From an optimization exercise on the open Yosys and OpenROAD flow, aimed at small area; shortcuts taken in it are not production practice. Where RTL was checked, it was by simulation tests only, not by an equivalence proof against the original. Power is estimated from default activity; no workload was simulated.

## run 1
## arbiter256
module arbiter256 (
	input enable,
	input [255:0] req,
	output [255:0] grant,
	output reg [7:0] select,
	output reg valid,
	input clock,
	input reset
);
Size in the first run: ~1800 cells after synthesis, about 520 I/O pins.
Settings: LEC_CHECK=0, CAP_MARGIN=20, CORE_MARGIN=2, CORE_UTILIZATION=40, GPL_TIMING_DRIVEN=0, SETUP_SLACK_MARGIN=0.2, SLEW_MARGIN=20, SYNTH_HIERARCHICAL=1; clock period 3.5 ns.
standard.sh (not shown) runs the stock make flow with config.mk's settings and CLKGATE_MAP_FILE= SYNTH_SCRIPT=/design/flow/synth_recipe.tcl, a recipe that flattens the netlist after the stock synthesis.
==> flow/flow/run.sh <==
#!/bin/bash
# The standard layout (standard.sh), with these changes:
#  - after synthesis, every combinational cell is sized down to the
#    smallest cell of its function (flow/downsize.tcl); timing repair
#    sizes up again where needed;
#  - the port buffers are the smallest buffer cell;
#  - repair_design after placement does not use the largest buffers
#    (flow/resize_dont_use.tcl);
#  - clock tree synthesis options from flow/cts_args.txt.
cp standard.sh standard_sh.txt
export POST_SYNTH_TCL="$PWD/flow/downsize.tcl"
export PRE_RESIZE_TCL="$PWD/flow/resize_dont_use.tcl"
export BUFFER_PORTS_ARGS="-buffer_cell sky130_fd_sc_hd__buf_1"
if [[ -f flow/cts_args.txt ]]; then
  export CTS_ARGS="$(cat flow/cts_args.txt)"
fi
bash standard.sh > standard.log 2>&1
Other scripts of this flow, unchanged in this note and not shown: flow/flow/cts_args.txt, flow/flow/downsize.tcl, flow/flow/resize_dont_use.tcl
Looking at the reports, run 1 completed the entire flow and the layout it produced met the timing, DRC and antenna checks.
Here is what was changed in the inputs of run 2 compared with run 1.
- removing SETUP_SLACK_MARGIN (formerly 0.2)
Results
- For run 1, the power group with the highest consumption was combinational cells, unlike run 2, where it was sequential cells.
- Run 1 ran to completion and came out clean on the timing, DRC and antenna checks.
- Final checks on run 2, whose flow otherwise completed, came back failing, citing negative setup slack.
- Run 2 vs. run 1: fraction of met2 tracks used by global routing lost 0.29 points, setup slack lost 0.30 ns, delay of the slowest cell on the worst path picked up an extra 0.15 ns, hold slack picked up an extra 0.0053 ns.
Here is what was changed in the inputs of run 3 compared with run 2.
- CORE_UTILIZATION: 40 -> 60
- GPL_TIMING_DRIVEN: 0 -> 1
- PLACE_DENSITY: unset -> 0.8
- SETUP_SLACK_MARGIN: unset -> 0.05
- Changes observed in run 3 relative to run 2: area of the die now sits lower, detail-routed via count per cell rose by 11%, setup slack shows an increase of 0.038 ns.
- Run 2 -> run 3: area taken by flip-flops and latches flat
- In run 3 relative to run 2, power after layout had gone down slightly.
- Run 3 against run 2: relative area change from synthesis to final layout shrank by 2.9 points, net total in the final layout has remained practically unchanged, logic gate share of total power picked up an extra 2.2 points, final-layout non-clock buffer area share barely changed, relative slew slack now sits higher.
- Compare run 3 and run 2 | final design area excluding fillers higher: run 2
- Completing all stages was not enough for run 3: its layout failed the final checks because of negative setup slack.
No run of this note included a check of the RTL's function; only the layout flow was run.

--- another note on this design; it stands on its own ---

==> inputs of run a <==
// arbiter256
module arbiter256 (
	input enable,
	input [255:0] req,
	output [255:0] grant,
	output reg [7:0] select,
	output reg valid,
	input clock,
	input reset
);
Settings: LEC_CHECK=0, CAP_MARGIN=20, CORE_MARGIN=2, CORE_UTILIZATION=40, GPL_TIMING_DRIVEN=0, SLEW_MARGIN=20, SYNTH_HIERARCHICAL=1; clock period 3.5 ns.
standard.sh (not shown) runs the stock make flow with config.mk's settings and CLKGATE_MAP_FILE= SYNTH_SCRIPT=/design/flow/synth_recipe.tcl, a recipe that flattens the netlist after the stock synthesis.
==> flow/flow/run.sh <==
#!/bin/bash
# The standard layout (standard.sh), with three changes:
#  - after synthesis, every combinational cell is sized down to the
#    smallest cell of its function (flow/downsize.tcl); timing repair
#    sizes up again where needed;
#  - the port buffers are the smallest buffer cell;
#  - clock tree synthesis options from flow/cts_args.txt, if present.
cp standard.sh standard_sh.txt
export POST_SYNTH_TCL="$PWD/flow/downsize.tcl"
export BUFFER_PORTS_ARGS="-buffer_cell sky130_fd_sc_hd__buf_1"
if [[ -f flow/cts_args.txt ]]; then
  export CTS_ARGS="$(cat flow/cts_args.txt)"
fi
bash standard.sh > standard.log 2>&1
==> flow/flow/cts_args.txt <==
-sink_clustering_enable -repair_clock_nets -dont_use_dummy_load -buf_list {sky130_fd_sc_hd__clkbuf_4 sky130_fd_sc_hd__clkbuf_8} -sink_clustering_size 24
==> flow/flow/downsize.tcl <==
# Size every combinational cell from synthesis down to the smallest cell of
# the same function (timing repair later sizes up where timing needs it).
set n 0
foreach inst [get_cells *] {
  set cell [get_property $inst ref_name]
  if {![regexp {^(sky130_fd_sc_hd__([a-z0-9]+))_([0-9]+)$} $cell -> base fn drive]} { continue }
  if {[regexp {^(df|dl|sdf|edf|sedf|clk|buf|conb|tap|fill|decap|diode)} $fn]} { continue }
  set best $cell
  set best_area [get_property [get_lib_cells $cell] area]
  foreach lc [get_lib_cells ${base}_*] {
    set name [get_property $lc name]
    if {![regexp "^${base}_\[0-9\]+\$" $name]} { continue }
    if {[get_property $lc dont_use]} { continue }
    set a [get_property $lc area]
    if {$a < $best_area - 1e-6} { set best $name; set best_area $a }
  }
  if {$best ne $cell} {
    replace_cell $inst $best
    incr n
  }
}
puts "downsize: replaced $n cells"
==> inputs of run b, as changes to run a <==
==> flow/flow/cts_args.txt (replaced) <==
-sink_clustering_enable -repair_clock_nets -dont_use_dummy_load -buf_list {sky130_fd_sc_hd__clkbuf_8} -sink_clustering_size 16 -sink_clustering_max_diameter 80
==> notes.md <==
| quantity | run b | run a |
|---|---|---|
| Layout overhead on the synthesized area | 20.89% | 23.41% |
| Relative area of clock buffers and inverters in the final design | 1.579% | 3.610% |
| Met2 wirelength from detailed routing | 25600 um | 25750 um |
| First-pass GRT wire length | 81690 um | 82420 um |
| Peak supply drop | 273.4 uV | 274.7 uV |
| Clock period minus final worst setup slack | 3320 ps | 3356 ps |
| Status | timing/DRC/antenna clean | timing/DRC/antenna clean |
| Internal | 5.416 mW | 6.105 mW |
| Register-to-register path setup slack | 1160 ps | 1140 ps |
| Antenna Cells | 8 | 9 |
| Comb power | 3.91 mW | 3.90 mW |
| Capture point of the worst path | grant[239] | grant[73] |
| Hold_ws | 144.3 ps | 129.3 ps |
| Post-route design area | 0.01830 mm^2 | 0.01868 mm^2 |
| Arr. time, crit path | 2620 ps | 2660 ps |
| Final instance count without filler cells | 3010 | 3038 |
| Fillcell total | 3782 | 3763 |
| Leakage dissipation | 7.168 nW | 7.362 nW |
| Non-clock buffer contribution to total cell area | 12.03% | 11.70% |

## separate check: timing with driven ports
How much do the figures lean on ideal ports? The routed layouts below were timed once more, with nothing changed but the port constraints. Step 1, drivers: a clkbuf_16 drives clock and a buf_2 each remaining input, both assumed. Step 2 also shifts input and output timing later by t, the mid clock arrival at the registers, as if the neighbouring blocks saw the same clock. a / b / c = no drivers / after step 1 / after step 2; a / b = the first two.
run	shift t [ns]	slack for setup (ns)	worst slew at a driven data input, ns	pins driven straight from the clock port
run 1	0.589	0.204 / 0.154 / 0.482	0.09	1
run 2	0.587	-0.094 / -0.145 / 0.435	0.09	1
run 3	0.581	-0.057 / -0.106 / 0.378	0.11	1
run a	0.637	0.144 / 0.087 / 0.725	0.13	1
run b	0.589	0.180 / 0.126 / 0.716	0.14	1
